Source: an optimization exercise on an open RTL-to-GDS flow (aim: a short achievable clock period and few clock cycles). Production flows keep margins and buffers that such runs may drop. In this exercise RTL edits were held to simulation tests only and were not proved equivalent to the original. Power and IR drop assume default switching activity.

File: flow/flow/run.sh
#!/bin/bash
# Own flow: the standard layout script (standard.sh: the standard flow's synthesis
# script, SDC and ORFS steps) with two ORFS settings changed on its command line:
#  - ADDER_MAP_FILE empty: adders are left to ABC instead of being mapped to
#    full-adder cells, which gives much faster carry logic;
#  - SETUP_SLACK_MARGIN: the timing repair aims for this much extra setup slack,
#    so that the paths come out well below the clock period.
# The SDC (clock period, I/O delays, loads) is the standard flow's, unchanged.
set -uo pipefail
MARGIN=$(cat flow/margin.txt 2>/dev/null || echo 8.5)
bash standard.sh ADDER_MAP_FILE= SETUP_SLACK_MARGIN=$MARGIN finish > standard_flow.log 2>&1
rc=$?
tail -20 standard_flow.log
exit $rc
File: flow/flow/margin.txt
8.5
File: flow/standard.sh
#!/bin/bash
# synth_recipe.tcl (not shown) runs the flow's synth.tcl, then flattens the netlist and writes it again
# the make line also repeats each setting of config.mk as NAME=value (left out here)
make -C /OpenROAD-flow-scripts/flow DESIGN_CONFIG=/design/flow/config.mk WORK_HOME=/design/flow/orfs CLKGATE_MAP_FILE= SYNTH_SCRIPT=/design/flow/synth_recipe.tcl "${@:-finish}"
File: flow/config.mk
export PLATFORM = sky130hd
export DESIGN_NAME = mcpu_top
export DESIGN_NICKNAME = mcpu_top
export VERILOG_FILES = /design/flow/design.v
export SDC_FILE = /design/flow/constraint.sdc
export NUM_CORES = 4
export LEC_CHECK = 0
export CAP_MARGIN = 20
export CORE_MARGIN = 2
export CORE_UTILIZATION = 30
export PLACE_DENSITY = 0.45
export SLEW_MARGIN = 20
File: flow/constraint.sdc
create_clock -name core_clock -period 12.0 [get_ports {clk}]
set_input_delay 2.4000 -clock core_clock [delete_from_list [all_inputs] [get_ports {clk}]]
set_output_delay 2.4000 -clock core_clock [all_outputs]
set_load 0.01 [all_outputs]
File: flow/design.v
`timescale 1ns / 1ps
module mcpu_top(input clk,
                input reset,
                input [31:0] Data_in,
                output mem_w,
                output [31:0] Addr_out,
                output [31:0] Data_out);
    localparam S_ADD = 0, S_SUB = 1, S_AND = 2, S_OR = 3, S_XOR = 4, S_NOR = 5,
               S_SLT = 6, S_SLTU = 7, S_SLL = 8, S_SRL = 9, S_LUI = 10, NSEL = 11;
    function [32:0] ksadd;
        input [31:0] a, b;
        input        ci;
        reg   [31:0] g, p, g2, p2, c;
        integer k, l, d;
        begin
            p = a ^ b;
            g = a & b;
            g[0] = g[0] | (p[0] & ci);
            for (l = 0; l < 5; l = l + 1) begin
                d = 1 << l;
                g2 = g;
                p2 = p;
                for (k = 0; k < 32; k = k + 1)
                    if (k >= d) begin
                        g2[k] = g[k] | (p[k] & g[k - d]);
                        p2[k] = p[k] & p[k - d];
                    end
                g = g2;
                p = p2;
            end
            c = {g[30:0], ci};
            ksadd = {g[31], (a ^ b) ^ c};
        end
    endfunction
    reg [31:0] abus;
    reg [31:0] pcF;
    reg        mw;
    reg [31:0] dout;
    assign Addr_out = abus;
    assign mem_w    = mw;
    assign Data_out = dout;
    reg        mcyc;
    reg        m_we;
    reg [4:0]  m_rd;
    reg        dv;
    reg [31:0] dir;
    reg [31:0] dpc4;
    reg [31:0] dpc;
    reg        dpf;       
    reg        run;       
    reg [31:0] ras;       
    reg [31:0] djr;       
    reg        ev;
    reg [NSEL-1:0] esel;
    reg [31:0] ea, eb, esd;
    reg [4:0]  esh;
    reg [4:0]  erd;
    reg        ewe;       
    reg        eldwe;     
    reg        emem, est;
    reg        ebr, ebne, epred, ejr;
    reg [31:0] ealt;
    reg [4:0]  ea_idx, eb_idx, ert_idx;
    reg        wwe;
    reg [4:0]  wrd;
    reg [31:0] wval;
    reg [32*32-1:32] rfq;   
    reg [31:1] rfv;       
    reg        btv;
    reg [31:0] btpc, bttgt;
    wire [32:0] e_addc = ksadd(ea, eb, 1'b0);
    wire [32:0] e_subc = ksadd(ea, ~eb, 1'b1);
    wire [31:0] e_sum  = e_addc[31:0];
    wire [31:0] e_dif  = e_subc[31:0];
    wire        e_ltu  = ~e_subc[32];
    wire        e_lts  = (ea[31] ^ eb[31]) ? ea[31] : e_dif[31];
    wire [31:0] alu =
          ({32{esel[S_ADD]}}  & e_sum)
        | ({32{esel[S_SUB]}}  & e_dif)
        | ({32{esel[S_AND]}}  & (ea & eb))
        | ({32{esel[S_OR]}}   & (ea | eb))
        | ({32{esel[S_XOR]}}  & (ea ^ eb))
        | ({32{esel[S_NOR]}}  & ~(ea | eb))
        | {31'b0, (esel[S_SLT] & e_lts) | (esel[S_SLTU] & e_ltu)}
        | ({32{esel[S_SLL]}}  & (eb << esh))
        | ({32{esel[S_SRL]}}  & (eb >> esh))
        | ({32{esel[S_LUI]}}  & {eb[31:16], ea[15:0]});
    wire e_exec  = ev & ~mcyc;
    wire e_eq    = ea == eb;
    wire e_redir = e_exec & ((ebr & (e_eq ^ ebne ^ epred)) | (ejr & ~e_eq));
    wire [31:0] e_tgt = ejr ? ea : ealt;
    wire e_memst = e_exec & emem;
    wire e_wr    = ewe | eldwe;
    wire [5:0]  d_op = dir[31:26];
    wire [5:0]  d_fn = dir[5:0];
    wire [4:0]  d_rs = dir[25:21];
    wire [4:0]  d_rt = dir[20:16];
    wire [4:0]  d_rdf = dir[15:11];
    wire [31:0] d_imm = {{16{dir[15]}}, dir[15:0]};
    wire d_R    = d_op == 6'h00;
    wire d_jr   = d_R & (d_fn == 6'h08);
    wire d_addi = d_op == 6'h08;
    wire d_andi = d_op == 6'h0c;
    wire d_ori  = d_op == 6'h0d;
    wire d_xori = d_op == 6'h0e;
    wire d_slti = d_op == 6'h0a;
    wire d_sltiu = d_op == 6'h0b;
    wire d_lui  = d_op == 6'h0f;
    wire d_lw   = d_op == 6'h23;
    wire d_sw   = d_op == 6'h2b;
    wire d_beq  = d_op == 6'h04;
    wire d_bne  = d_op == 6'h05;
    wire d_j    = d_op == 6'h02;
    wire d_jal  = d_op == 6'h03;
    wire d_br   = d_beq | d_bne;
    wire d_ialu = d_addi | d_andi | d_ori | d_xori | d_slti | d_sltiu;
    reg [NSEL-1:0] d_sel;
    reg            d_rok;
    always @* begin
        d_sel = {NSEL{1'b0}};
        d_rok = 1'b0;
        if (d_R) begin
            d_rok = 1'b1;
            case (d_fn)
                6'h20: d_sel[S_ADD] = 1'b1;
                6'h22: d_sel[S_SUB] = 1'b1;
                6'h24: d_sel[S_AND] = 1'b1;
                6'h25: d_sel[S_OR] = 1'b1;
                6'h26: d_sel[S_XOR] = 1'b1;
                6'h27: d_sel[S_NOR] = 1'b1;
                6'h2a: d_sel[S_SLT] = 1'b1;
                6'h2b: d_sel[S_SLTU] = 1'b1;
                6'h00: d_sel[S_SLL] = 1'b1;
                6'h04: d_sel[S_SLL] = 1'b1;
                6'h02: d_sel[S_SRL] = 1'b1;
                default: d_rok = 1'b0;
            endcase
        end else begin
            case (d_op)
                6'h0c: d_sel[S_AND] = 1'b1;
                6'h0d: d_sel[S_OR] = 1'b1;
                6'h0e: d_sel[S_XOR] = 1'b1;
                6'h0a: d_sel[S_SLT] = 1'b1;
                6'h0b: d_sel[S_SLTU] = 1'b1;
                6'h0f: d_sel[S_LUI] = 1'b1;
                6'h03: d_sel[S_OR] = 1'b1;     
                default: d_sel[S_ADD] = 1'b1;
            endcase
        end
    end
    wire [4:0] d_dst = d_R ? d_rdf : d_jal ? 5'd31 : d_rt;
    wire       d_we  = (d_rok | d_ialu | d_lui | d_jal) & (d_dst != 5'd0);
    wire       d_ldwe = d_lw & (d_rt != 5'd0);
    wire [32*32-1:0] rf_all = {rfq, 32'b0};
    wire [31:0] rf_s = ((d_rs != 5'd0) & rfv[d_rs]) ? rf_all[32*d_rs +: 32] : 32'b0;
    wire [31:0] rf_t = ((d_rt != 5'd0) & rfv[d_rt]) ? rf_all[32*d_rt +: 32] : 32'b0;
    wire [31:0] w_s  = (wwe & (wrd == d_rs)) ? wval : rf_s;
    wire [31:0] w_t  = (wwe & (wrd == d_rt)) ? wval : rf_t;
    wire        fe_s = ev & ewe & (erd == d_rs);
    wire        fe_t = ev & ewe & (erd == d_rt);
    wire        a_fe = d_jal ? 1'b0 : d_lui ? fe_t : fe_s;
    wire [31:0] a_ot = d_jal ? dpc4 : d_lui ? w_t : w_s;
    wire [31:0] ea_n = a_fe ? alu : a_ot;
    wire [4:0]  a_ix = d_jal ? 5'd0 : d_lui ? d_rt : d_rs;
    wire        b_reg = (d_R & ~d_jr) | d_br;
    wire        b_fe  = b_reg & fe_t;
    wire [31:0] b_ot  = b_reg ? w_t : d_lui ? {dir[15:0], 16'b0} : d_jal ? 32'b0 :
                        d_jr ? djr : d_imm;
    wire [31:0] eb_n  = b_fe ? alu : b_ot;
    wire [4:0]  b_ix  = b_reg ? d_rt : 5'd0;
    wire [31:0] sd_n  = fe_t ? alu : w_t;
    wire [32:0] d_btc  = ksadd(dpc4, {d_imm[29:0], 2'b00}, 1'b0);
    wire [31:0] d_btgt = d_btc[31:0];
    wire        d_pred = (d_rs == d_rt) ? d_beq : dir[15];
    wire d_hold  = mcyc | ~run;
    wire d_adv   = dv & ~d_hold & ~e_redir;
    wire d_bp    = d_br & d_pred;
    wire d_redir = d_adv & (d_bp ? ~dpf : dpf);
    wire [31:0] d_tgt = d_bp ? d_btgt : dpc4;
    wire d_btw   = d_adv & d_bp & ~dpf & dir[15];
    wire        f_hit  = btv & (pcF == btpc);
    wire [32:0] pcF4c  = ksadd(pcF, 32'd4, 1'b0);
    wire [31:0] pcF4   = pcF4c[31:0];
    wire [5:0]  f_op   = Data_in[31:26];
    wire        f_jmp  = f_op[5:1] == 5'b00001;                  
    wire        f_jr   = (f_op == 6'h00) & (Data_in[5:0] == 6'h08);
    wire [31:0] f_jtgt = {pcF4[31:28], Data_in[25:0], 2'b00};
    wire        f_bth  = f_hit & ~f_jmp & ~f_jr;
    wire [31:0] f_next = f_jmp ? f_jtgt : f_jr ? ras : f_hit ? bttgt : pcF4;
    wire [31:0] pcF_n  = e_redir ? e_tgt : d_redir ? d_tgt : d_hold ? pcF : f_next;
    integer r;
    always @(posedge clk) begin
        for (r = 1; r < 32; r = r + 1)
            if (wwe && wrd == r)
                rfq[32*r +: 32] <= wval;
    end
    always @(posedge clk or posedge reset) begin
        if (reset) begin
            pcF <= 32'b0; mw <= 1'b0; run <= 1'b0;
            mcyc <= 1'b0; m_we <= 1'b0;
            dv <= 1'b0; ev <= 1'b0; wwe <= 1'b0;
            rfv <= 31'b0; btv <= 1'b0;
        end else begin
            run  <= 1'b1;
            pcF  <= pcF_n;
            mw   <= e_memst & est;
            mcyc <= e_memst;
            m_we <= e_memst & eldwe;
            dv   <= d_hold ? (dv & ~e_redir) : ~(e_redir | d_redir);
            if (!mcyc)
                ev <= d_adv;
            wwe <= mcyc ? m_we : (ev & ewe);
            if (wwe)
                rfv[wrd] <= 1'b1;
            if (d_btw)
                btv <= 1'b1;
        end
    end
    always @(posedge clk) begin
        abus <= e_memst ? e_sum : pcF_n;
        dout <= esd;
        m_rd <= erd;
        if (!d_hold) begin
            dir  <= Data_in;
            dpc4 <= pcF4;
            dpc  <= pcF;
            dpf  <= f_bth;
            djr  <= ras;
            if (f_op == 6'h03)
                ras <= pcF4;
        end
        if (mcyc) begin
            if (m_we & (ea_idx == m_rd)) ea <= Data_in;
            if (m_we & (eb_idx == m_rd)) eb <= Data_in;
            if (m_we & (ert_idx == m_rd)) esd <= Data_in;
        end else begin
            esel    <= d_sel;
            ea      <= ea_n;
            eb      <= eb_n;
            esd     <= sd_n;
            esh     <= dir[10:6];
            erd     <= d_dst;
            ewe     <= d_we;
            eldwe   <= d_ldwe;
            emem    <= d_lw | d_sw;
            est     <= d_sw;
            ebr     <= d_br;
            ebne    <= d_bne;
            ejr     <= d_jr;
            epred   <= d_pred;
            ealt    <= d_pred ? dpc4 : d_btgt;
            ea_idx  <= a_ix;
            eb_idx  <= b_ix;
            ert_idx <= d_rt;
        end
        wrd  <= mcyc ? m_rd : erd;
        wval <= mcyc ? Data_in : alu;
        if (d_btw) begin
            btpc  <= dpc;
            bttgt <= d_btgt;
        end
    end
endmodule
==> flow_summary.json, run 1 <==
{
  "viasPerCell": 6.086,
  "path_clk_slew_ns": 0.06,
  "final_layout_size_suffix_gt1_share_pct": 38.66,
  "total_power_mw": 16.91,
  "pwr-share-comb_pct": 24.1,
  "synthCells": 5814,
  "place_area_sq_um": 87830,
  "std_cell_rows": 192,
  "power.leakage_nw": 35.64,
  "synth_top_cell_by_area": "edfxtp_1",
  "setup_violations": 0,
  "powerDensity_nw_per_um2": 160.9,
  "path_max_fanout": 1,
  "start_util_pct": 30.07,
  "place.gp.congestion": 0.9557,
  "overflow": 0,
  "wl_per_cell_um": 37.49,
  "drc": 0,
  "switching_share_pct": 32.33,
  "synth_area_sq_um": 82060,
  "drt_iter0_drc": 8609,
  "yosys-top-cells-area": "edfxtp_1 51%, mux4_2 18%, mux2i_1 3.1%",
  "grt_usage_pct": 26.19,
  "tns_ns": 0,
  "ys_async_sr_fraction_pct": 4.545,
  "finalInstanceArea_sq_um": 105100,
  "syn_to_final_growth_pct": 28.06,
  "nNetsFinal": 6348,
  "crit_family": "flip-flops",
  "seq_area_frac_synth_pct": 55.44,
  "ys_ff_latch": 1562,
  "outcome": "finished clean",
  "ctsHoldBuffers": 0,
  "slew-limit-headroom_pct": 20.42,
  "grt_max_degree": 59,
  "slew_viol_final": 0,
  "p_int_mw": 11.44,
  "tritoncts": "yes",
  "setup_ws_ns": 8.196,
  "fmax_mhz": 262.9,
  "routed-via-count": 61250,
  "die_w_um": 527.0,
  "cp-end-kind": "output port",
  "wl_um": 377300,
  "core_area_sq_um": 272900,
  "drv_cap": 0,
  "finClkSkew_ns": 0.07234,
  "synth_edf_count": 1385,
  "htree_levels": 4,
  "portBuffers": 98,
  "drt_pass1_iterations": 5,
  "grt_pass1_wl_um": 505000,
  "synthFlopType": "edfxtp_1",
  "insertion_delay_ns": 0.88,
  "yosys_warnings": 1,
  "crit_chain": "buf_6",
  "yosysTopAreaCellShare_pct": 50.68,
  "worstMarginPinSlew_ns": 1.191,
  "worst_setup_path_start_kind": "register",
  "critical_path_class": "register to output port",
  "finalCriticalPeriod_ns": 3.804,
  "utilization_pct": 38.51,
  "worst_ep_arrival_time_ns": 1.40,
  "cts_buffers": 178,
  "final_cell_count_no_fill": 10060,
  "holdWs_ns": 0.3405,
  "min_path_type": "register to register",
  "nFillCells": 25350,
  "dp_slack_ns": 5.619,
  "dp_hpwl_um": 223900,
  "syn_nets": 5848,
  "dieArea_sq_um": 277700,
  "worst-path-buf-inv": 1,
  "postSynthAreaPerCell_sq_um": 14.11,
  "synth.most_common_cell": "edfxtp_1",
  "crit_path_max_incr_delay_ns": 0.41,
  "cts_root_buffer": "clkbuf_16",
  "rsz0062_at_grt": "true",
  "p_switching_mw": 5.467,
  "pwr-share-seq_pct": 43.2,
  "die_h_um": 527.0,
  "io_pins": 99,
  "antenna_found_initial": 19,
  "clockBufferDepth": 3,
  "place_inst": 9189,
  "crit_required_ns": 9.60,
  "ir_drop_mv": 0.1132,
  "power.clock.fraction_pct": 32.7,
  "route.antenna.remaining_nets": 0,
  "ys_types": 101,
  "synth_common_cells": "1,385 x edfxtp_1, 651 x mux4_2, 369 x nand2_1, 342 x clkbuf_1, 341 x nor2_1",
  "slowest_stage": "dfxtp_4",
  "grt_pass1_vias": 58680,
  "hold_viol": 0,
  "fin_crit_sh_pct": 31.70,
  "numClockSinks": 1562
}
==> sequential cells by signal, indices dropped and copies added (netlist names), 11 cells and up <==
register and flops:
abus 32, btpc 32, bttgt 30, dir 32, djr 32, dout 32, dpc 30, dpc4 32
ea 32, ealt 32, eb 32, esd 32, esel 11, pcF 32, ras 32, rfq 992
rfv 31, wval 32
==> layout make-up <==
cell class	instances	area, sq um	share of cell area (%)
Clock buffer	234	4826	4.592
Tap cell	3589	4491	4.273
Multi-Input combinational cell	3647	38670	36.79
Inverter	95	439.2	0.4179
Antenna cell	9	22.52	0.02143
Sequential cell	1562	45630	43.42
Timing Repair Buffer	828	9967	9.485
Clock inverter	98	1031	0.9811
Timing Repair inverter	2	17.52	0.01667
==> cell usage in the layout (no fill, tap or decap), types with 144 or more instances in the layout <==
| cell | n |
|---|---|
| o21ai_0 | 146 |
| buf_4 | 444 |
| mux2i_1 | 199 |
| a21oi_1 | 238 |
| edfxtp_1 | 1385 |
| nand2_1 | 337 |
| nor2_1 | 296 |
| xnor2_1 | 144 |
| mux4_2 | 651 |
| clkbuf_16 | 199 |
==> kinds of logic (layout without fill, tap and decap cells) <==
family | count (synthesis) | in the layout | synth area share [%]
and+or+nand+nor | 1179 | 1184 | 6.706
adders and majority gates | 52 | 52 | 0.6435
AOI/OAI and AO/OA | 1169 | 1170 | 9.562
DFF | 1562 | 1562 | 55.44
other | 1 | 10 | 0.004570
muxes | 959 | 959 | 21.71
buffers and inverters | 611 | 1257 | 2.932
xor gates and xnor gates | 281 | 281 | 3.008
==> path summary, 6_finish.rpt <==
| path | cells past startpoint | slack, ns | start | to |
|---|---|---|---|---|
| max | 1 | 8.20 | abus[26] | Addr_out[26] |
| min | 0 | 0.34 | esd[10] | dout[10] |
| max reg2reg | 16 | 8.30 | ea[11] | abus[14] |
| min reg2reg | 0 | 0.34 | esd[10] | dout[10] |
| max in group asynchronous | 3 | 8.79 | reset | pcF[2] |
| min in group asynchronous | 2 | 2.06 | reset | rfv[4] |
==> power groups by stage <==
stage,combinational [mW],sequential (mW),clock [mW]
floorplan,1.74,7.08,0
CTS,3.70,7.28,5.62
global placement,3.05,7.40,0
finish,4.08,7.30,5.53
global route,4.20,7.32,5.82
detailed placement,3.05,7.41,0
==> layer usage <==
| metal | GRT usage, % | up-vias | wire [um] |
|---|---|---|---|
| li1 | - | 24330 | - |
| met4 | 15.05 | 6 | 26650 |
| met2 | 40.92 | 3672 | 170400 |
| met3 | 4.514 | 873 | 33140 |
| met5 | 0 | - | 50 |
| met1 | 34.32 | 32370 | 147100 |
==> timing repair <==
action / CTS / global route
setup buffers: 290 / 161
cloned: 58 / 24
endpoints found under the setup margin: 412 / 274
pin swaps: 105 / 213
gates resized for setup: 1117 / 419
Testbench counts, summed over its fixed seeds: cycles 13,055.
==> run 2: changes to the inputs <==
==> flow/flow/margin.txt (replaced) <==
9.5
==> run 2 against run 1 <==
Net effect:
- cell area rose by 6.5%
- die area stayed put
- synthesized cell count unchanged
- clock power up 4.9%
- core utilization grew 2.5 points
- final cell count is 3.2% higher
- register-to-register slack got worse by 0.13 ns
- total power increased by 4.8%
- non-clock buffer count rose by 305
- global-route usage grew 0.74 points
- critical path depth did not move
- largest power group unchanged
==> flow_summary.json, run 2 <==
{
  "outcome": "finished clean",
  "dieArea_sq_um": 277700,
  "rsz0062_at_grt": "true",
  "overflow": 0,
  "synth_area_sq_um": 82060,
  "top_layer_used": "met5",
  "ys_ff_latch": 1562,
  "fin_crit_sh_pct": 32.00,
  "p_int_mw": 11.99,
  "crit_path_max_incr_delay_ns": 0.43,
  "slew-limit-headroom_pct": 13.69,
  "ys_types": 101,
  "cp-end-kind": "output port",
  "critical_path_class": "register to output port",
  "ctsHoldBuffers": 0,
  "worst-path-buf-inv": 1,
  "antenna_found_initial": 30,
  "drt_iter0_drc": 8478,
  "grt_pass1_vias": 60530,
  "min_path_type": "register to register",
  "syn_nets": 5848,
  "synthCells": 5814,
  "ir_drop_mv": 0.1294,
  "route.antenna.remaining_nets": 0,
  "drc": 0,
  "top_register": "rfq",
  "r2r-start": "ea[9]",
  "synth_edf_count": 1385,
  "tritoncts": "yes",
  "wl_um": 385200,
  "yosys_warnings": 1,
  "portBuffers": 98,
  "holdWs_ns": 0.3302,
  "dp_slack_ns": 5.815,
  "dp_hpwl_um": 228100,
  "powerDensity_nw_per_um2": 158.4,
  "p_switching_mw": 5.726,
  "insertion_delay_ns": 0.88,
  "htree_levels": 4,
  "finalCriticalPeriod_ns": 3.840,
  "grt_max_degree": 58,
  "final_common_cell": "edfxtp_1",
  "std_cell_rows": 192,
  "yosysTopAreaCellShare_pct": 50.68,
  "die_h_um": 527.0,
  "power.leakage_nw": 38.63,
  "finClkSkew_ns": 0.08917,
  "synth_common_cells": "1,385 x edfxtp_1, 651 x mux4_2, 369 x nand2_1, 342 x clkbuf_1, 341 x nor2_1",
  "place_inst": 9187,
  "worstMarginPinSlew_ns": 1.259,
  "final_layout_size_suffix_gt1_share_pct": 45.96,
  "crit_cells": 1,
  "pwr-share-seq_pct": 41.0,
  "numClockSinks": 1562,
  "syn_to_final_growth_pct": 36.35,
  "crit_chain": "buf_6",
  "synthFlopType": "edfxtp_1",
  "tns_ns": 0,
  "cts_root_buffer": "clkbuf_16",
  "crit_required_ns": 9.60,
  "path_max_fanout": 1,
  "switching_share_pct": 32.32,
  "place.gp.congestion": 0.9480,
  "reg2reg_depth": 13,
  "io_pins": 99,
  "cp-startpoint": "abus[26]",
  "postSynthAreaPerCell_sq_um": 14.11,
  "seq_area_frac_synth_pct": 55.44,
  "cts_buffers": 184,
  "largest_register_ffs": 992,
  "met1_length_um": 150200,
  "ys_async_sr_fraction_pct": 4.545,
  "path_clk_slew_ns": 0.06,
  "setup_ws_ns": 8.160,
  "setup_violations": 0,
  "crit_family": "flip-flops",
  "routed-via-count": 62510,
  "worst_ep_arrival_time_ns": 1.44,
  "final_cell_mix": "1,385 x edfxtp_1, 651 x mux4_2, 540 x buf_4, 302 x nand2_1, 278 x buf_6",
  "utilization_pct": 41.00,
  "slowest_stage": "dfxtp_4",
  "core_area_sq_um": 272900,
  "yosys-top-cells-area": "edfxtp_1 51%, mux4_2 18%, mux2i_1 3.1%",
  "clockBufferDepth": 3,
  "worst_setup_path_start_kind": "register",
  "wl_per_cell_um": 37.10,
  "final_cell_count_no_fill": 10380,
  "worst_r2r_endpoint": "abus[21]",
  "synth.most_common_cell": "edfxtp_1",
  "power.clock.fraction_pct": 32.7,
  "wl_met3_um": 32500,
  "grt_usage_pct": 26.93,
  "fmax_mhz": 260.4,
  "reg2reg_slack_ns": 8.17,
  "grt_pass1_wl_um": 519800,
  "start_util_pct": 30.07,
  "nNetsFinal": 6658,
  "hold_viol": 0,
  "endpoint": "Addr_out[26]",
  "wl_met2_um": 176000,
  "pwr-share-comb_pct": 26.2,
  "slew_viol_final": 0,
  "viasPerCell": 6.020,
  "die_w_um": 527.0,
  "drt_pass1_iterations": 7,
  "drv_cap": 0,
  "synth_top_cell_by_area": "edfxtp_1"
}
run 2: changes by cell type in the layout (fill, tap and decap cells not counted), moves of 24 or more:
| cell | delta |
|---|---|
| buf_6 | +136 |
| o21ai_2 | +24 |
| nor2_4 | +27 |
| buf_4 | +96 |
| buf_16 | +36 |
| nor2_1 | -32 |
| xnor2_1 | -28 |
| nand2_1 | -35 |
| a21oi_1 | -24 |
| buf_12 | +54 |
run 2: logic make-up (layout without fill, tap and decap cells):
logic type | Yosys count | after routing | share of synthesized area (%)
multiplexers | 959 | 959 | 21.71
AND/OR/NAND/NOR | 1179 | 1185 | 6.706
adder cells (fa/ha/maj) | 52 | 52 | 0.6435
flip-flops | 1562 | 1562 | 55.44
buffers and inverters | 611 | 1568 | 2.932
other | 1 | 19 | 0.004570
XOR/XNOR | 281 | 281 | 3.008
AO/OA/AOI/OAI | 1169 | 1169 | 9.562
run 2: worst min-delay path by stage:
stage,start,endpoint,slack (ns),cells after the start
after floorplan,esd[0],dout[0],0.32,0
after global routing,esd[16],dout[16],0.33,0
after global placement,esd[1],dout[1],0.33,0
final,esd[16],dout[16],0.33,0
after detailed placement,esd[1],dout[1],0.33,0
after CTS,esd[16],dout[16],0.33,0
run 2: layout make-up:
class	instances	area, sq um
repair buffers	1133	14100
multi-input cells	3647	40920
repair inverters	1	8.758
clock inverters	96	1149
flip-flops and latches	1562	45650
well taps	3589	4491
fillers	24710	161000
clock buffers	243	5079
inverters	95	434.2
diodes	18	45.04
run 2: power by group through the flow:
stage	Combinational (mW)	Clock, mW	Sequential, mW
floorplan	1.83	0	7.10
global placement	3.10	0	7.42
detailed placement	3.09	0	7.42
CTS	4.24	5.89	7.25
global route	4.78	6.10	7.30
finish	4.65	5.80	7.27
run 2: layer usage:
metal	track usage, %	vias to the layer above
met5	0	-
met4	15.22	8
met3	5.144	877
met2	42.28	3528
met1	34.89	33100
li1	-	25000
run 2: timing repair:
action,4_1_cts,5_1_grt
pin swaps,311,222
gates resized for setup,1750,346
cloned,90,14
setup buffers,566,170
endpoints found under the setup margin,1662,793
run 2: per-stage QoR:
step	power [mW]	instance area, sq um
finish	17.72	111900
global route	18.18	111900
CTS	17.38	108500
detailed placement	10.51	88550
global placement	10.52	88520
floorplan	8.923	83970
==> run 3: changes to the inputs <==
==> flow/flow/margin.txt (replaced) <==
8.5
--- a/flow/config.mk
+++ b/flow/config.mk
@@ -8,5 +8,7 @@
 export CAP_MARGIN = 20
 export CORE_MARGIN = 2
 export CORE_UTILIZATION = 30
+export CTS_CLUSTER_DIAMETER = 60
+export CTS_CLUSTER_SIZE = 30
 export PLACE_DENSITY = 0.45
 export SLEW_MARGIN = 20
==> run 3 against run 2 <==
Net effect:
- critical path type unchanged
- wire length down 3.1%
- non-clock buffer count decreased by 333
- critical endpoint is now Addr_out[21]
- cell area down 7.1%
- worst setup slack better by 0.033 ns
- final cell count fell by 3.9%
- flip-flop and latch count stayed put
- first-iteration DRC count decreased by 2.9%
- largest power group unchanged
- global-route usage shrank 0.89 points
==> flow_summary.json, run 3 <==
{
  "numClockSinks": 1562,
  "drt_pass1_iterations": 7,
  "critical_path_class": "register to output port",
  "final_layout_size_suffix_gt1_share_pct": 39.37,
  "yosys-top-cells-area": "edfxtp_1 51%, mux4_2 18%, mux2i_1 3.1%",
  "nFillCells": 25410,
  "worst-path-buf-inv": 1,
  "synthFlopType": "edfxtp_1",
  "portBuffers": 98,
  "tritoncts": "yes",
  "core_area_sq_um": 272900,
  "worst_r2r_endpoint": "eb[1]",
  "wl_per_cell_um": 37.40,
  "crit_required_ns": 9.60,
  "worst_setup_path_start_kind": "register",
  "slowest_stage": "dfxtp_4",
  "die_w_um": 527.0,
  "die_h_um": 527.0,
  "crit_chain": "buf_6",
  "dp_slack_ns": 5.619,
  "clockBufferDepth": 3,
  "r2r-start": "dir[16]",
  "setup_violations": 0,
  "min_to": "dout[7]",
  "largest_register_ffs": 992,
  "crit_family": "flip-flops",
  "nNetsFinal": 6286,
  "crit_path_max_incr_delay_ns": 0.41,
  "p_int_mw": 10.90,
  "path_max_fanout": 1,
  "antenna_found_initial": 21,
  "start_util_pct": 30.07,
  "cts_root_buffer": "clkbuf_16",
  "power.leakage_nw": 34.94,
  "insertion_delay_ns": 0.86,
  "reg2reg_slack_ns": 8.35,
  "route.antenna.remaining_nets": 0,
  "grt_pass1_vias": 58350,
  "fmax_mhz": 262.7,
  "dp_hpwl_um": 223900,
  "drc": 0,
  "fin_crit_sh_pct": 31.72,
  "finalCriticalPeriod_ns": 3.807,
  "viasPerCell": 6.053,
  "synth_edf_count": 1385,
  "top_register": "rfq",
  "slew_viol_final": 0,
  "whs_path_depth": 0,
  "seq_area_frac_synth_pct": 55.44,
  "synth_common_cells": "1,385 x edfxtp_1, 651 x mux4_2, 369 x nand2_1, 342 x clkbuf_1, 341 x nor2_1",
  "slew-limit-headroom_pct": 15.72,
  "ys_ff_latch": 1562,
  "htree_levels": 4,
  "setup_ws_ns": 8.193,
  "power.clock.fraction_pct": 30.8,
  "io_pins": 99,
  "synthCells": 5814,
  "reg2reg_depth": 17,
  "grt_usage_pct": 26.03,
  "finClkSkew_ns": 0.06769,
  "grt_max_degree": 60,
  "min_path_type": "register to register",
  "drv_cap": 0,
  "dieArea_sq_um": 277700,
  "synth_area_sq_um": 82060,
  "ctsHoldBuffers": 0,
  "rsz0062_at_grt": "true",
  "hold_viol": 0,
  "final_cell_mix": "1,385 x edfxtp_1, 651 x mux4_2, 432 x buf_4, 330 x nand2_1, 291 x nor2_1",
  "worstHoldStart": "esd[7]",
  "cts_buffers": 146,
  "drt_iter0_drc": 8229,
  "grt_pass1_wl_um": 502000,
  "tns_ns": 0,
  "synth.most_common_cell": "edfxtp_1",
  "ys_async_sr_fraction_pct": 4.545,
  "powerDensity_nw_per_um2": 157.7,
  "ys_types": 101,
  "switching_share_pct": 33.46,
  "overflow": 0,
  "syn_nets": 5848,
  "p_switching_mw": 5.482,
  "outcome": "finished clean",
  "worst_ep_arrival_time_ns": 1.41,
  "ir_drop_mv": 0.1320,
  "yosysTopAreaCellShare_pct": 50.68,
  "postSynthAreaPerCell_sq_um": 14.11,
  "wl_um": 373300,
  "cp-end-kind": "output port",
  "routed-via-count": 60410,
  "syn_to_final_growth_pct": 26.63,
  "path_clk_slew_ns": 0.08,
  "final_common_cell": "edfxtp_1",
  "pwr-share-seq_pct": 44.5,
  "synth_top_cell_by_area": "edfxtp_1",
  "place.gp.congestion": 0.9557,
  "pwr-share-comb_pct": 24.7,
  "worstMarginPinSlew_ns": 1.262,
  "std_cell_rows": 192,
  "yosys_warnings": 1
}
run 3: cell counts after synthesis:
No cell type changed its count.
run 3: worst max path at each step:
stage,startpoint,endpoint,slack [ns],cells after the start
finish,abus[21],Addr_out[21],8.19,1
global route,abus[21],Addr_out[21],8.16,1
CTS,abus[21],Addr_out[21],8.15,1
detailed placement,Data_in[30],abus[17],5.62,9
global placement,Data_in[30],abus[17],5.61,9
floorplan,eb[17],btpc[0],7.93,11
run 3: layer usage:
layer	track usage, %	share of wire (%)	vias to the layer above
li1	-	-	24190
met1	34.11	39	31940
met2	40.56	45	3464
met3	4.811	8.6	806
met4	14.70	6.9	14
met5	0	0.020	-
run 3: worst reg2reg max path, stage by stage (launching register included):
cell and delay, ns:
edfxtp_1 0.37, buf_6 0.14, buf_8 0.19, buf_16 0.21, inv_8 0.12, o211a_1 0.27, o31ai_1 0.28, nand3_1 0.18
a32oi_4 0.36, buf_12 0.15, buf_12 0.13, buf_12 0.13, nor3_4 0.04, a21oi_2 0.13, buf_6 0.18, a21o_1 0.19
o22ai_1 0.08, o21a_1 0.22
run 3: power groups by stage:
stage / clock [mW] / combinational (mW) / sequential [mW]
floorplan: 0 / 1.74 / 7.08
global placement: 0 / 3.05 / 7.40
detailed placement: 0 / 3.05 / 7.41
CTS: 5.12 / 3.67 / 7.27
global route: 5.32 / 4.17 / 7.31
finish: 5.05 / 4.05 / 7.29
run 3: final cells by class:
cell class              count  area, sq um  area share [%]
diodes                     16        40.04         0.03853
multi-input cells        3645        38790           37.33
well taps                3589         4491           4.322
repair inverters            2        17.52         0.01686
flip-flops and latches   1562        45630           43.91
inverters                  95        430.4          0.4142
repair buffers            800         9450           9.095
clock inverters           103         1191           1.146
clock buffers             168         3872           3.727
run 3: repair_timing:
| action | in CTS | in global routing |
|---|---|---|
| endpoints found under the hold margin | 0 | 0 |
| gates cloned | 56 | 15 |
| endpoints found under the setup margin | 418 | 283 |
| setup buffers | 282 | 149 |
| pin swaps | 114 | 230 |
| resized for setup | 1133 | 452 |
run 3: logic make-up (layout without fill, tap and decap cells):
group	after synthesis	count (layout)	synth area share, %
XOR/XNOR	281	281	3.008
buffers and inverters	611	1168	2.932
multiplexers	959	959	21.71
flip-flops	1562	1562	55.44
AO/OA/AOI/OAI	1169	1170	9.562
AND/OR/NAND/NOR	1179	1182	6.706
adder cells (fa/ha/maj)	52	52	0.6435
other	1	17	0.004570
run 3: stage by stage:
step	power [mW]	cells	util, %	hold WS [ns]	instance area (sq um)
3_3_place_gp	10.45	9186	32.17	0.3275	87790
2_1_floorplan	8.829	5814	-	0.3233	82490
4_1_cts	16.06	9798	36.76	0.3444	100300
6_report	16.38	9980	38.08	0.3412	103900
3_5_place_dp	10.46	9189	32.18	0.3304	87830
5_1_grt	16.81	9970	38.07	0.3460	103900
==> run 4: changes to the inputs <==
--- a/flow/design.v
+++ b/flow/design.v
@@ -196,7 +196,7 @@
     end
     always @(posedge clk or posedge reset) begin
         if (reset) begin
-            pcF <= 32'b0; mw <= 1'b0; run <= 1'b0;
+            pcF <= 32'b0; mw <= 1'b0; run <= 1'b0; ras <= 32'b0;
             mcyc <= 1'b0; m_we <= 1'b0;
             dv <= 1'b0; ev <= 1'b0; wwe <= 1'b0;
             rfv <= 31'b0; btv <= 1'b0;
@@ -214,6 +214,8 @@
                 rfv[wrd] <= 1'b1;
             if (d_btw)
                 btv <= 1'b1;
+            if (!d_hold && f_op == 6'h03)
+                ras <= pcF4;
         end
     end
     always @(posedge clk) begin
@@ -226,8 +228,6 @@
             dpc  <= pcF;
             dpf  <= f_bth;
             djr  <= ras;
-            if (f_op == 6'h03)
-                ras <= pcF4;
         end
         if (mcyc) begin
             if (m_we & (ea_idx == m_rd)) ea <= Data_in;
==> run 4 against run 3 <==
Net effect:
- wire length increased by 2.6%
- die area increased by 0.49%
- critical path type unchanged
- still clean
- clock power about the same
- core utilization decreased by 0.087 points
- critical path depth unchanged
- combinational power decreased by 5.4%
- clock skew increased by 0.030 ns
- flip-flop and latch count unchanged
- critical endpoint is now Addr_out[23]
- worst setup slack got worse by 0.0040 ns
- first-iteration DRC count increased by 1.7%
- via count increased by 1.6%
- clock-buffer cell count decreased by 10
==> flow_summary.json, run 4 <==
{
  "crit_required_ns": 9.60,
  "cts_buffers": 143,
  "worstMarginPinSlew_ns": 1.179,
  "dp_hpwl_um": 229400,
  "core_area_sq_um": 273600,
  "synth.most_common_cell": "edfxtp_1",
  "multi_input_area_sq_um": 38820,
  "clockBufferDepth": 3,
  "dieArea_sq_um": 279100,
  "worst_ep_arrival_time_ns": 1.41,
  "synth_area_sq_um": 82460,
  "hold_viol": 0,
  "final_common_cell": "edfxtp_1",
  "powerDensity_nw_per_um2": 154.3,
  "final_layout_size_suffix_gt1_share_pct": 37.74,
  "finalCriticalPeriod_ns": 3.811,
  "io_pins": 99,
  "antenna_found_initial": 18,
  "cp-startpoint": "abus[23]",
  "outcome": "finished clean",
  "ys_async_sr_fraction_pct": 6.594,
  "min_path_type": "register to register",
  "nFillCells": 25500,
  "route.antenna.remaining_nets": 0,
  "path_clk_slew_ns": 0.08,
  "std_cell_rows": 192,
  "ys_types": 94,
  "synth_common_cells": "1,353 x edfxtp_1, 656 x mux4_2, 407 x nand2_1, 365 x nor2_1, 329 x clkbuf_1",
  "portBuffers": 98,
  "fin_crit_sh_pct": 31.76,
  "seq_area_frac_synth_pct": 54.97,
  "ys_ff_latch": 1562,
  "slew-limit-headroom_pct": 21.12,
  "setup_violations": 0,
  "rsz0062_at_grt": "true",
  "wl_um": 382900,
  "slowest_stage": "dfxtp_4",
  "grt_pass1_vias": 58310,
  "r2r-start": "dir[17]",
  "finClkSkew_ns": 0.09759,
  "grt_usage_pct": 26.27,
  "critical_path_class": "register to output port",
  "place.gp.congestion": 0.9682,
  "postSynthAreaPerCell_sq_um": 13.91,
  "die_h_um": 528.3,
  "worst_setup_path_start_kind": "register",
  "yosys-top-cells-area": "edfxtp_1 49%, mux4_2 18%, dfrtp_1 3.1%",
  "syn_nets": 5964,
  "yosysTopAreaCellShare_pct": 49.27,
  "power.leakage_nw": 35.53,
  "tns_ns": 0,
  "seqCellArea_sq_um": 45470,
  "die_w_um": 528.3,
  "crit_family": "flip-flops",
  "syn_to_final_growth_pct": 26.05,
  "grt_max_degree": 59,
  "drv_cap": 0,
  "worst-path-buf-inv": 1,
  "routed-via-count": 61390,
  "drt_iter0_drc": 8371,
  "path_max_fanout": 1,
  "crit_chain": "buf_6",
  "grt_pass1_wl_um": 507900,
  "fmax_mhz": 262.4,
  "htree_levels": 4,
  "finalInstanceArea_sq_um": 103900,
  "slew_viol_final": 0,
  "viasPerCell": 6.064,
  "ir_drop_mv": 0.1062,
  "top_register": "rfq",
  "drt_pass1_iterations": 5,
  "overflow": 0,
  "cp-end-kind": "output port",
  "cts_root_buffer": "clkbuf_16",
  "largest_register_ffs": 992,
  "synthFlopType": "edfxtp_1",
  "synthCells": 5930,
  "drc": 0,
  "nNetsFinal": 6433,
  "ctsHoldBuffers": 0,
  "crit_path_max_incr_delay_ns": 0.43,
  "place_area_sq_um": 88250,
  "final_cell_mix": "1,353 x edfxtp_1, 656 x mux4_2, 488 x buf_4, 393 x nand2_1, 312 x nor2_1",
  "insertion_delay_ns": 0.87,
  "worstHoldStart": "esd[5]",
  "synth_top_cell_by_area": "edfxtp_1",
  "start_util_pct": 30.14,
  "yosys_warnings": 1,
  "utilization_pct": 37.99,
  "synth_edf_count": 1353,
  "tritoncts": "yes",
  "wl_per_cell_um": 37.82,
  "numClockSinks": 1562
}
## run 4: cell types whose count changed after synthesis, sizes merged, moves of 12 or more
cell / previous run / this run
clkbuf: 342 / 329
dfrtp: 71 / 103
edfxtp: 1385 / 1353
mux2: 54 / 90
mux2i: 254 / 237
nand2: 369 / 408
nand3: 60 / 103
nor2: 342 / 365
nor3: 95 / 71
o221ai: 30 / 13
o22ai: 49 / 70
o32ai: 16 / 28
xnor2: 177 / 164
## run 4: final timing paths
path,end,cells past startpoint,slack (ns)
max,Addr_out[23],1,8.19
min,dout[5],0,0.32
max reg2reg,abus[16],13,8.31
min reg2reg,dout[5],0,0.32
max in group asynchronous,mcyc,4,8.89
min in group asynchronous,rfv[13],2,2.20
## run 4: cells by family (layout without fill, tap and decap cells)
family | count (synthesis) | in the layout | share of synthesized area (%)
multiplexers | 983 | 984 | 22.03
flip-flops | 1562 | 1562 | 54.97
other | 1 | 14 | 0.004547
buffers and inverters | 617 | 1200 | 2.966
AND/OR/NAND/NOR | 1290 | 1297 | 7.318
XOR/XNOR | 273 | 273 | 2.909
AO/OA/AOI/OAI | 1161 | 1161 | 9.286
adder cells (fa/ha/maj) | 43 | 43 | 0.5235
## run 4: area by class of cell
type	count	area share, %
diodes	13	0.03130
clock buffers	158	3.568
clock inverters	109	1.348
inverters	105	0.4466
multi-input cells	3759	37.35
flip-flops and latches	1562	43.74
well taps	3589	4.320
repair buffers	826	9.181
repair inverters	2	0.01324
## run 4: what timing repair did
item                                     CTS  global route
gates resized for setup                 1031           434
buffers inserted                         246           185
gates cloned                              56            25
pin swaps                                 79           147
endpoints found under the setup margin   451           290
## run 4: report_power, final
| group | internal (mW) | switching [mW] |
|---|---|---|
| combinational | 1.52 | 2.31 |
| clock | 2.53 | 2.49 |
| sequential | 6.60 | 0.590 |
## run 4: stage by stage
| step | hold WS (ns) | setup WS (ns) | std cells | power, mW |
|---|---|---|---|---|
| final | 0.3241 | 8.189 | 10120 | 16.03 |
| after global routing | 0.3377 | 8.150 | 10120 | 16.45 |
| after global placement | 0.3293 | 6.161 | 9329 | 10.22 |
| after CTS | 0.3342 | 8.134 | 9900 | 15.72 |
| after floorplan | 0.3233 | 7.888 | 5930 | 8.658 |
| after detailed placement | 0.3269 | 6.242 | 9331 | 10.23 |
## run 4: per-layer routing
layer,wire [um],share of wire [%],vias to the layer above,track usage (%)
met5,13,0.0034,-,0
met4,23990,6.3,2,13.27
met3,33660,8.8,750,5.031
met2,173500,45,3528,40.94
met1,151700,40,32480,34.89
li1,-,-,24630,-
Testbench counts of run 4, summed over its fixed seeds: cycles 13,055.
==> run 5: changes to the inputs <==
--- a/flow/design.v
+++ b/flow/design.v
@@ -59,6 +59,7 @@
     reg        eldwe;     
     reg        emem, est;
     reg        ebr, ebne, epred, ejr;
+    reg        ezv, ez;   
     reg [31:0] ealt;
     reg [4:0]  ea_idx, eb_idx, ert_idx;
     reg        wwe;
@@ -171,13 +172,20 @@
     wire [31:0] sd_n  = fe_t ? alu : w_t;
     wire [32:0] d_btc  = ksadd(dpc4, {d_imm[29:0], 2'b00}, 1'b0);
     wire [31:0] d_btgt = d_btc[31:0];
-    wire        d_pred = (d_rs == d_rt) ? d_beq : dir[15];
+    wire        d_spred = (d_rs == d_rt) ? d_beq : dir[15];
+    wire        fw_s = wwe & (wrd == d_rs);
+    wire        d_zv = (d_addi | d_andi) & ~fe_s & ~fw_s;
+    wire [31:0] d_nimm = 32'b0 - d_imm;
+    wire        d_z  = d_addi ? (rf_s == d_nimm) : ((rf_s & d_imm) == 32'b0);
+    wire        d_zc    = (d_rt == 5'd0) & (d_rs != 5'd0);
+    wire        d_early = d_zc & fe_s & ezv;
+    wire        d_pred  = d_early ? (ez ^ d_bne) : d_spred;
     wire d_hold  = mcyc | ~run;
     wire d_adv   = dv & ~d_hold & ~e_redir;
     wire d_bp    = d_br & d_pred;
     wire d_redir = d_adv & (d_bp ? ~dpf : dpf);
     wire [31:0] d_tgt = d_bp ? d_btgt : dpc4;
-    wire d_btw   = d_adv & d_bp & ~dpf & dir[15];
+    wire d_btw   = dv & d_br & d_spred & ~dpf & dir[15];   
     wire        f_hit  = btv & (pcF == btpc);
     wire [32:0] pcF4c  = ksadd(pcF, 32'd4, 1'b0);
     wire [31:0] pcF4   = pcF4c[31:0];
@@ -233,6 +241,7 @@
             if (m_we & (ea_idx == m_rd)) ea <= Data_in;
             if (m_we & (eb_idx == m_rd)) eb <= Data_in;
             if (m_we & (ert_idx == m_rd)) esd <= Data_in;
+            if (m_we & (ea_idx == m_rd)) ezv <= 1'b0;
         end else begin
             esel    <= d_sel;
             ea      <= ea_n;
@@ -248,6 +257,8 @@
             ebne    <= d_bne;
             ejr     <= d_jr;
             epred   <= d_pred;
+            ezv     <= d_zv;
+            ez      <= d_z;
             ealt    <= d_pred ? dpc4 : d_btgt;
             ea_idx  <= a_ix;
             eb_idx  <= b_ix;
--- a/flow/config.mk
+++ b/flow/config.mk
@@ -8,7 +8,5 @@
 export CAP_MARGIN = 20
 export CORE_MARGIN = 2
 export CORE_UTILIZATION = 30
-export CTS_CLUSTER_DIAMETER = 60
-export CTS_CLUSTER_SIZE = 30
 export PLACE_DENSITY = 0.45
 export SLEW_MARGIN = 20
==> run 5 against run 4 <==
Net effect:
- core utilization up 1.2 points
- final cell count up 4.0%
- register-to-register slack worse by 0.28 ns
- synthesized cell count up 2.9%
==> flow_summary.json, run 5 <==
{
  "finalCriticalPeriod_ns": 4.084,
  "power.leakage_nw": 37.09,
  "ys_ff_latch": 1564,
  "tns_ns": 0,
  "grt_usage_pct": 27.08,
  "syn_to_final_growth_pct": 29.88,
  "top_layer_used": "met5",
  "worstMarginPinSlew_ns": 1.287,
  "holdWs_ns": 0.3399,
  "reg2reg_slack_ns": 8.03,
  "synth_common_cells": "1,355 x edfxtp_1, 557 x mux4_2, 412 x nand2_1, 367 x clkbuf_1, 342 x nor2_1",
  "cp-end-kind": "register",
  "synth-compound-area-share_pct": 10.05,
  "powerDensity_nw_per_um2": 156.5,
  "drt_pass1_iterations": 6,
  "seq_area_frac_synth_pct": 54.84,
  "yosysTopAreaCellShare_pct": 49.16,
  "wl_met3_um": 36580,
  "grt_max_degree": 125,
  "clockBufferDepth": 4,
  "tritoncts": "yes",
  "portBuffers": 98,
  "ir_drop_mv": 0.1099,
  "ctsHoldBuffers": 0,
  "wl_met2_um": 178800,
  "overflow": 0,
  "routed-via-count": 63980,
  "largest_register_ffs": 992,
  "final_common_cell": "edfxtp_1",
  "worst_setup_path_start_kind": "input port",
  "ys_types": 88,
  "drc": 0,
  "wl_um": 394300,
  "synth_mux_area_share_pct": 20.66,
  "final_layout_size_suffix_gt1_share_pct": 39.27,
  "synthSimpleGateAreaFrac_pct": 7.685,
  "syn_nets": 6137,
  "critical_path_class": "input port to register",
  "grt_pass1_vias": 60510,
  "path_clk_slew_ns": 0.06,
  "route.antenna.remaining_nets": 0,
  "fmax_mhz": 244.8,
  "hold_viol": 0,
  "top_register": "rfq",
  "drt_iter0_drc": 8846,
  "synthCells": 6103,
  "postSynthAreaPerCell_sq_um": 13.56,
  "std_cell_rows": 192,
  "synth_edf_count": 1355,
  "yosys-top-cells-area": "edfxtp_1 49%, mux4_2 15%, mux2i_1 3.3%",
  "yosys_warnings": 1,
  "htree_levels": 4,
  "dp_hpwl_um": 236900,
  "synth_top_family_by_area": "multiplexers",
  "start_util_pct": 30.20,
  "numClockSinks": 1564,
  "synth_top_cell_by_area": "edfxtp_1",
  "drv_cap": 0,
  "worst_ep_arrival_time_ns": 4.77,
  "cts_buffers": 180,
  "cts_root_buffer": "clkbuf_16",
  "slew_viol_final": 0,
  "finClkSkew_ns": 0.08120,
  "dieArea_sq_um": 280100,
  "synthFlopType": "edfxtp_1",
  "setup_violations": 0,
  "ys_async_sr_fraction_pct": 6.586,
  "io_pins": 99,
  "synth-xor-area-share_pct": 2.985,
  "grt_pass1_wl_um": 524800,
  "crit_required_ns": 12.69,
  "place.gp.congestion": 0.9755,
  "synth_area_sq_um": 82770,
  "slew-limit-headroom_pct": 13.86,
  "path_max_fanout": 5,
  "antenna_found_initial": 23,
  "die_h_um": 529.3,
  "fin_crit_sh_pct": 34.04,
  "viasPerCell": 6.076,
  "synth.most_common_cell": "edfxtp_1",
  "die_w_um": 529.3,
  "insertion_delay_ns": 0.87,
  "min_path_type": "register to register",
  "met1_length_um": 154700,
  "wl_per_cell_um": 37.45,
  "core_area_sq_um": 274100,
  "outcome": "finished clean",
  "post_synth_fa_ha_maj_area_fraction_pct": 0.7981,
  "nNetsFinal": 6736,
  "final_cell_mix": "1,355 x edfxtp_1, 557 x mux4_2, 497 x buf_4, 378 x nand2_1, 269 x nor2_1",
  "rsz0062_at_grt": "true",
  "nFillCells": 25550
}
-- run 5: changes by cell type in the layout (fill, tap and decap cells not counted), sizes merged, moves of 35 or more --
cell | before | now
a21oi | 304 | 254
mux2 | 91 | 161
mux4 | 656 | 557
clkbuf | 182 | 247
o21ai | 236 | 289
buf | 758 | 868
a22o | 9 | 51
mux2i | 237 | 274
inv | 134 | 99
-- run 5: timing repair --
action | in CTS | in global routing
buffers inserted | 375 | 173
setup endpoints to repair | 414 | 345
gates resized for setup | 1423 | 435
cloned | 65 | 14
pin swaps | 253 | 230
-- run 5: layout make-up --
type	count	area [sq um]	share of cell area, %
clock buffer	233	4989	4.640
sequential	1564	45540	42.36
inverter	102	420.4	0.3911
tap	3686	4612	4.290
multi-input combinational	3918	39910	37.12
timing repair inverter	1	5.005	0.004655
timing repair buffer	935	11210	10.42
clock inverter	84	809.5	0.7530
antenna	7	17.52	0.01629
-- run 5: path summary, 6_finish.rpt --
path,from,cells after the start,endpoint
max,Data_in[1],12,abus[4]
min,esd[29],0,dout[29]
max reg2reg,ea[13],12,abus[24]
min reg2reg,esd[29],0,dout[29]
max in group asynchronous,reset,4,pcF[11]
min in group asynchronous,reset,2,rfv[30]
-- run 5: metrics by stage --
stage | util, % | setup WS [ns] | cell area (sq um) | std cells | power (mW)
after global placement | 32.27 | 5.522 | 88460 | 9577 | 10.17
after detailed placement | 32.28 | 5.610 | 88490 | 9578 | 10.17
final | 39.22 | 7.916 | 107500 | 10530 | 16.83
after CTS | 37.84 | 7.940 | 103700 | 10340 | 16.48
after global routing | 39.22 | 7.776 | 107500 | 10530 | 17.23
after floorplan | - | 7.309 | 83070 | 6103 | 8.645
-- run 5: cells by family after synthesis --
group | count (synthesis)
AND/OR/NAND/NOR | 1323
buffers and inverters | 625
AO/OA/AOI/OAI | 1252
adder cells (fa/ha/maj) | 66
other | 1
multiplexers | 992
XOR/XNOR | 280
flip-flops | 1564
-- run 5: report_power, final --
part / switching [mW] / internal [mW] / total (mW)
logic: 2.43 / 1.66 / 4.08
clock network: 2.32 / 3.26 / 5.58
registers: 0.551 / 6.61 / 7.16
-- run 5: worst max-delay path: stages --
cell      delay (ns)
buf_8           0.10
or4b_4          0.56
nor4_4          0.18
and3b_2         0.36
buf_12          0.17
buf_12          0.11
o211ai_1        0.09
o21ai_1         0.11
nor2_1          0.07
a211oi_2        0.24
o22ai_2         0.11
mux2_4          0.27
-- run 5: metal layers --
metal	global-route usage, %	up-vias
met5	0	-
met4	13.53	10
met2	42.44	3861
li1	-	25440
met1	35.94	33780
met3	4.894	890
Testbench counts of run 5, summed over its fixed seeds: cycles 12,859.
==> run 6: changes to the inputs <==
--- a/flow/design.v
+++ b/flow/design.v
@@ -175,8 +175,8 @@
     wire        d_spred = (d_rs == d_rt) ? d_beq : dir[15];
     wire        fw_s = wwe & (wrd == d_rs);
     wire        d_zv = (d_addi | d_andi) & ~fe_s & ~fw_s;
-    wire [31:0] d_nimm = 32'b0 - d_imm;
-    wire        d_z  = d_addi ? (rf_s == d_nimm) : ((rf_s & d_imm) == 32'b0);
+    wire        d_z  = d_addi ? ((rf_s ^ d_imm) == {(rf_s[30:0] | d_imm[30:0]), 1'b0})
+                              : ((rf_s & d_imm) == 32'b0);
     wire        d_zc    = (d_rt == 5'd0) & (d_rs != 5'd0);
     wire        d_early = d_zc & fe_s & ezv;
     wire        d_pred  = d_early ? (ez ^ d_bne) : d_spred;
@@ -204,7 +204,7 @@
     end
     always @(posedge clk or posedge reset) begin
         if (reset) begin
-            pcF <= 32'b0; mw <= 1'b0; run <= 1'b0; ras <= 32'b0;
+            pcF <= 32'b0; mw <= 1'b0; run <= 1'b0;
             mcyc <= 1'b0; m_we <= 1'b0;
             dv <= 1'b0; ev <= 1'b0; wwe <= 1'b0;
             rfv <= 31'b0; btv <= 1'b0;
@@ -222,8 +222,6 @@
                 rfv[wrd] <= 1'b1;
             if (d_btw)
                 btv <= 1'b1;
-            if (!d_hold && f_op == 6'h03)
-                ras <= pcF4;
         end
     end
     always @(posedge clk) begin
@@ -236,6 +234,8 @@
             dpc  <= pcF;
             dpf  <= f_bth;
             djr  <= ras;
+            if (f_op == 6'h03)
+                ras <= pcF4;
         end
         if (mcyc) begin
             if (m_we & (ea_idx == m_rd)) ea <= Data_in;
==> run 6 against run 5 <==
Net effect:
- critical endpoint is now ez
- wire length fell by 1.6%
- total power fell by 2.8%
- global-route usage fell by 0.40 points
- fmax rose by 3.9%
- flip-flop and latch count did not move
- non-clock buffer count fell by 27
- clock skew rose by 0.022 ns
- synthesized cell count rose by 0.93%
- final cell count rose by 0.55%
- sequential share of layout area fell by 0.22 points
- still clean
- synthesized area rose by 0.41%
- cell area rose by 0.89%
==> flow_summary.json, run 6 <==
{
  "outcome": "finished clean",
  "worst_setup_path_start_kind": "register",
  "ys_types": 96,
  "die_h_um": 530.4,
  "tns_ns": 0,
  "min_path_type": "register to register",
  "io_pins": 99,
  "grt_pass1_vias": 60820,
  "place.gp.congestion": 0.9483,
  "syn_nets": 6194,
  "worstMarginPinSlew_ns": 1.221,
  "powerDensity_nw_per_um2": 150.8,
  "final_layout_size_suffix_gt1_share_pct": 39.06,
  "worstHoldStart": "esd[0]",
  "whs_path_depth": 0,
  "synthCells": 6160,
  "antenna_found_initial": 12,
  "min_to": "dout[0]",
  "total_power_mw": 16.36,
  "finalInstanceArea_sq_um": 108500,
  "synthFlopType": "edfxtp_1",
  "yosysTopAreaCellShare_pct": 50.11,
  "place_area_sq_um": 88610,
  "nFillCells": 25650,
  "ys_ff_latch": 1564,
  "clockBufferDepth": 4,
  "reg2reg_slack_ns": 8.07,
  "cts_root_buffer": "clkbuf_16",
  "top_register": "rfq",
  "wl_um": 387900,
  "crit_required_ns": 12.70,
  "crit_family": "compound AO/OA/AOI/OAI gates",
  "start_util_pct": 30.11,
  "tritoncts": "yes",
  "ys_async_sr_fraction_pct": 4.540,
  "grt_max_degree": 100,
  "final_common_cell": "edfxtp_1",
  "syn_to_final_growth_pct": 30.50,
  "numClockSinks": 1564,
  "seq_area_frac_synth_pct": 54.80,
  "drt_iter0_drc": 8589,
  "final_cell_mix": "1,387 x edfxtp_1, 584 x mux4_2, 480 x buf_4, 456 x nand2_1, 296 x nor2_1",
  "critical_path_class": "register to register",
  "worst_ep_arrival_time_ns": 4.64,
  "slew_viol_final": 0,
  "synth_common_cells": "1,387 x edfxtp_1, 584 x mux4_2, 485 x nand2_1, 370 x nor2_1, 343 x clkbuf_1",
  "std_cell_rows": 193,
  "place_inst": 9639,
  "postSynthAreaPerCell_sq_um": 13.49,
  "path_max_fanout": 55,
  "htree_levels": 4,
  "fin_crit_sh_pct": 32.76,
  "cts_buffers": 184,
  "ctsHoldBuffers": 0,
  "utilization_pct": 39.30,
  "ir_drop_mv": 0.1476,
  "finalCriticalPeriod_ns": 3.932,
  "crit_path_max_incr_delay_ns": 0.56,
  "route.antenna.remaining_nets": 0,
  "crit_chain": "buf_6 > bufbuf_16 > buf_12 > mux4_2 > mux4_2 > a21oi_4 > inv_1 > a221oi_1 > a31o_2 > a31oi_1 > a2111oi_2 > nand4_1 > o31ai_2",
  "grt_pass1_wl_um": 519600,
  "fmax_mhz": 254.4,
  "slew-limit-headroom_pct": 18.49,
  "routed-via-count": 63820,
  "yosys-top-cells-area": "edfxtp_1 50%, mux4_2 16%, mux2i_1 3.5%",
  "yosys_warnings": 1,
  "finClkSkew_ns": 0.1031,
  "cp-end-kind": "register",
  "wl_per_cell_um": 36.64,
  "holdWs_ns": 0.3394,
  "cp-startpoint": "dir[22]",
  "synth.most_common_cell": "edfxtp_1",
  "largest_register_ffs": 992,
  "nNetsFinal": 6765,
  "dp_slack_ns": 6.105,
  "drc": 0,
  "grt_usage_pct": 26.67,
  "overflow": 0,
  "setup_violations": 0,
  "crit_path_frequent_cell": "mux4_2",
  "worst-path-buf-inv": 4,
  "drt_pass1_iterations": 6,
  "core_area_sq_um": 276000,
  "dp_hpwl_um": 229600,
  "portBuffers": 98,
  "path_clk_slew_ns": 0.07,
  "synth_edf_count": 1387,
  "slowest_stage": "mux4_2",
  "hold_viol": 0,
  "final_cell_count_no_fill": 10590,
  "dieArea_sq_um": 281300,
  "drv_cap": 0,
  "insertion_delay_ns": 0.91,
  "reg2reg_depth": 13,
  "viasPerCell": 6.027,
  "power.leakage_nw": 36.95,
  "synth_top_cell_by_area": "edfxtp_1",
  "setup_ws_ns": 8.068,
  "synth_area_sq_um": 83110,
  "die_w_um": 530.4,
  "worst_r2r_endpoint": "ez",
  "r2r-start": "dir[22]",
  "rsz0062_at_grt": "true"
}
[run 6: changes by cell type after synthesis, sizes merged, moves of 17 or more]
cell	change
mux2	-62
clkbuf	-24
o22ai	-23
edfxtp	+32
buf	+26
dfrtp	-32
nor2	+28
o21ai	+55
mux2i	+17
mux4	+28
a22o	-43
nand2	+72
[run 6: worst reg2reg max path, stage by stage (launching register included)]
cell,delay (ns)
edfxtp_1,0.37
buf_6,0.15
bufbuf_16,0.33
buf_12,0.36
mux4_2,0.43
mux4_2,0.56
a21oi_4,0.31
inv_1,0.08
a221oi_1,0.27
a31o_2,0.19
a31oi_1,0.10
a2111oi_2,0.26
nand4_1,0.17
o31ai_2,0.19
[run 6: power breakdown]
group          leakage [nW]  total [mW]  switching [mW]  internal [mW]
logic                  19.3        3.82            2.24           1.57
registers              14.7        6.95           0.451           6.50
clock network          2.85        5.59            2.38           3.22
total                  37.0        16.4            5.07           11.3
[run 6: worst max-delay path by stage]
stage / end / slack, ns / depth (start not counted)
floorplan: abus[8] / 7.94 / 10
global placement: abus[31] / 6.10 / 11
detailed placement: abus[28] / 6.10 / 11
CTS: Addr_out[24] / 8.14 / 1
global route: ez / 7.98 / 13
finish: ez / 8.07 / 13
[run 6: cell families (layout without fill, tap and decap cells)]
family,Yosys count,in the layout,synth area share [%]
AOI/OAI and AO/OA,1262,1262,9.865
xor gates and xnor gates,273,273,2.877
adders and majority gates,57,57,0.6865
buffers and inverters,625,1340,3.184
DFF,1564,1564,54.80
muxes,975,975,20.71
other,1,7,0.004512
and+or+nand+nor,1403,1405,7.873
[run 6: cell type report]
class | instances | area (sq um) | share of cell area [%]
well taps | 3705 | 4636 | 4.274
clock inverters | 91 | 798.3 | 0.7360
flip-flops and latches | 1564 | 45700 | 42.14
repair buffers | 908 | 11040 | 10.18
inverters | 100 | 447.9 | 0.4130
clock buffers | 241 | 5024 | 4.632
multi-input cells | 3973 | 40800 | 37.62
diodes | 6 | 15.01 | 0.01384
[run 6: repair_timing]
item                        CTS  global route
setup buffers               392           126
hold endpoints to repair      0             0
setup endpoints to repair   426           273
gates cloned                 76            17
pin swaps                   222           217
resized for setup          1553           454
[run 6: routing by layer]
layer / vias up / GRT usage (%) / share of wire (%)
met2: 3886 / 41.66 / 46
met3: 869 / 4.916 / 8.7
li1: 25570 / - / -
met5: - / 0 / 0
met1: 33490 / 34.99 / 39
met4: 0 / 14.64 / 6.3
Testbench counts of run 6, summed over its fixed seeds: cycles 12,859.

## separate check: timing with driven ports
How much do the figures lean on ideal ports? The routed layouts below were timed once more, with nothing changed but the port constraints.
Step 1 (the two cells are an assumption about what drives the block):
set clk [get_ports {clk}]
set_driving_cell -lib_cell sky130_fd_sc_hd__clkbuf_16 $clk
set_driving_cell -lib_cell sky130_fd_sc_hd__buf_2 [delete_from_list [all_inputs] $clk]
Step 2 also shifts input and output timing later by t, the mid clock arrival at the registers, as if the neighbouring blocks saw the same clock.
a / b / c = no drivers / after step 1 / after step 2; a / b = the first two.
run | shift t [ns] | slack for setup (ns) | worst setup path after step 2 | worst slew at a driven data input, ns
run 1 | 0.933 | 8.196 / 8.102 / 7.375 | input to register | 0.07
run 2 | 0.925 | 8.160 / 8.071 / 7.386 | input to register | 0.06
run 3 | 0.927 | 8.193 / 8.094 / 7.424 | input to register | 0.07
run 4 | 0.918 | 8.189 / 8.096 / 7.474 | input to register | 0.06
run 5 | 0.929 | 7.916 / 7.970 / 7.040 | input to register | 0.08
run 6 | 0.953 | 8.068 / 8.068 / 7.336 | input to register | 0.23
After both steps setup and hold are still met in every run listed. For run 5, which loses most, drivers alone change the setup slack by +0.054 ns; drivers and shift together by -0.876 ns.
